Context: an optimization exercise on an open-source flow, tuned for small area, a short achievable clock period and few clock cycles per item. The choices shown serve that exercise and are no tape-out recipe. The RTL was checked by simulation tests, not by an equivalence proof against the original design. No activity file was given, so power comes from the tool's default toggle rates.

## lut_master
module lut_master #(parameter data_width = 16) (
		input wire clk,
		input wire reset,
		input wire req,
		input wire [8 - 1 : 0] lut_handle,
		input wire [data_width - 1 : 0] req_arg,
		output wire [data_width - 1 : 0] data_out,
		output reg valid,
		output reg invalid_request
	);
For scale: ~2600 cells after synthesis.
export LEC_CHECK = 0
export ABC_AREA = 1
export CAP_MARGIN = 20
export CORE_MARGIN = 2
export CORE_UTILIZATION = 45
export GPL_TIMING_DRIVEN = 0
export PLACE_DENSITY = 0.6
export SETUP_SLACK_MARGIN = 2.0
export SLEW_MARGIN = 20
export SYNTH_MEMORY_MAX_BITS = 70000
create_clock -name core_clock -period 8.0 [get_ports {clk}]
standard.sh (not shown) runs the stock make flow with config.mk's settings and CLKGATE_MAP_FILE= SYNTH_SCRIPT=/design/flow/synth_recipe.tcl, a recipe that flattens the netlist after the stock synthesis.
==> flow/flow/run.sh <==
#!/bin/bash
# Standard layout, with two changes: the input and output ports are buffered
# by buf_4 cells instead of the delay buffers buffer_ports picks by default,
# and synthesis leaves the adders to abc instead of mapping them to the
# platform's full/half adder cells (the registers are the standard ones).
set -euo pipefail
bash standard.sh "BUFFER_PORTS_ARGS=-buffer_cell sky130_fd_sc_hd__buf_4" "ADDER_MAP_FILE=" finish > make_finish.log 2>&1
Testbench counts at the start, summed over its fixed seeds: cycles 12,008, items 12,000.
==> next run, changes <==
Settings changed: GPL_TIMING_DRIVEN 0 to default, SETUP_SLACK_MARGIN 2.0 to 1.75.
Worst setup slack loses 0.066 ns.
Synthesized area stays the same.
Total power came out lower by 5.1%.
==> next run, changes <==
Settings changed: SETUP_SLACK_MARGIN 1.75 to default.
Register-to-register slack hardly moves.
Critical path depth shrinks by 3.
Clock-buffer cell count is unchanged.
Clock skew hardly moves.
Total power shrinks by 0.94%.
Final area shrinks by 0.86%.
Fmax shrinks by about 5.4%.
==> next run, changes <==
Settings changed: SETUP_SLACK_MARGIN from default to 2.25.
Sequential share of layout area came out lower by 0.39 points.
Fmax came out higher by roughly a tenth.
Worst hold slack hardly moves.
Total power came out higher by a little under a tenth.
First-iteration DRC count came out higher slightly.
Combinational power came out higher by roughly a tenth.
Global-route usage barely changes.

---

Starting RTL as in the previous note.
==> flow/config.mk <==
export PLATFORM = sky130hd
export DESIGN_NAME = lut_master
export DESIGN_NICKNAME = lut_master
export VERILOG_FILES = /design/flow/design.v
export SDC_FILE = /design/flow/constraint.sdc
export NUM_CORES = 4
export LEC_CHECK = 0
export ABC_AREA = 1
export CAP_MARGIN = 10
export CORE_MARGIN = 2
export CORE_UTILIZATION = 45
export PLACE_DENSITY = 0.6
export SETUP_SLACK_MARGIN = 2.0
export SLEW_MARGIN = 10
export SYNTH_MEMORY_MAX_BITS = 70000
==> flow/constraint.sdc <==
create_clock -name core_clock -period 8.0 [get_ports {clk}]
set_input_delay 1.6000 -clock core_clock [delete_from_list [all_inputs] [get_ports {clk}]]
set_output_delay 1.6000 -clock core_clock [all_outputs]
set_load 0.01 [all_outputs]
Scripts as last shown in full above: flow/flow/run.sh
Testbench counts at the start, summed over its fixed seeds: cycles 12,008, items 12,000.
Edit:
--- a/flow/config.mk
+++ b/flow/config.mk
@@ -9 +9 @@
-export CAP_MARGIN = 10
+export CAP_MARGIN = 20
@@ -14 +14 @@
-export SLEW_MARGIN = 10
+export SLEW_MARGIN = 20
Result: The changed run produced a clean layout; worst setup slack does not change; clock skew stays the same; sequential share of layout area does not change; wire length does not change; total power is unchanged; combinational power hardly moves; maximum frequency does not change; cell area does not change; via count does not change; die area is unchanged; synthesized cell count stays the same.
Edit:
--- a/flow/flow/run.sh
+++ b/flow/flow/run.sh
@@ -7 +7 @@
-bash standard.sh "BUFFER_PORTS_ARGS=-buffer_cell sky130_fd_sc_hd__buf_4" "ADDER_MAP_FILE=" finish > make_finish.log 2>&1
+bash standard.sh "BUFFER_PORTS_ARGS=-buffer_cell sky130_fd_sc_hd__buf_2" "ADDER_MAP_FILE=" finish > make_finish.log 2>&1
Effect: The new run ran to the end with no violations; final cell count goes up by 0.47%; total power falls by 1.4%; critical path depth grows by 8; design area increases by 0.44%; combinational power decreases by about 0.9%; global-route usage grows by 0.42 points; via count came out higher by 1.4%; setup slack got worse by 0.048 ns; sequential power increases by about 2%; die area is unchanged; flip-flop and latch count does not change.
Edit:
--- a/flow/flow/run.sh
+++ b/flow/flow/run.sh
@@ -7 +7 @@
-bash standard.sh "BUFFER_PORTS_ARGS=-buffer_cell sky130_fd_sc_hd__buf_2" "ADDER_MAP_FILE=" finish > make_finish.log 2>&1
+bash standard.sh "BUFFER_PORTS_ARGS=-buffer_cell sky130_fd_sc_hd__buf_4" "ADDER_MAP_FILE=" finish > make_finish.log 2>&1
--- a/flow/config.mk
+++ b/flow/config.mk
@@ -13 +13 @@
-export SETUP_SLACK_MARGIN = 2.0
+export SETUP_SLACK_MARGIN = 2.5
Effect: The changed run finished clean. Fmax goes up by 3.8%. Utilization grows by 4.4 points. Sequential power barely changes. Global-route usage decreases by 0.20 points. Setup slack improves by 0.21 ns. Register-to-register slack improved by 0.02 ns.

-- separate check: timing with driven ports --
How much do the figures lean on ideal ports? The routed layouts below were timed once more, with nothing changed but the port constraints.
Step 1 sets driving cells, clkbuf_16 on the clock port and buf_2 on the other inputs (assumed; they add their load-dependent delay and slew).
Step 2 times the ports against the registers' clock, not the clock port: input delays grow and output delays shrink by t, the midpoint of the rising clock arrivals with the driver on.
Three values: no drivers, after step 1, after step 2; two values: the first two.
run	shift t [ns]	setup WS [ns]	worst slew at a driven data input, ns
the first run of note 1	0.338	2.070 / 2.027 / 1.915	0.04
the second run of note 1	0.356	2.004 / 2.025 / 1.668	0.04
the third run of note 1	0.356	1.662 / 1.692 / 1.336	0.04
the fourth run of note 1	0.352	2.421 / 2.386 / 2.034	0.08
the first run of note 2	0.357	2.326 / 2.309 / 1.963	0.06
the second run of note 2	0.357	2.326 / 2.309 / 1.963	0.06
the third run of note 2	0.334	2.279 / 2.286 / 1.953	0.04
the fourth run of note 2	0.358	2.490 / 2.437 / 2.129	0.21
After both steps every run listed still meets setup and hold. The setup slack of the fourth run of note 1, which loses most, moves by -0.035 ns with the drivers and by -0.387 ns with both steps.
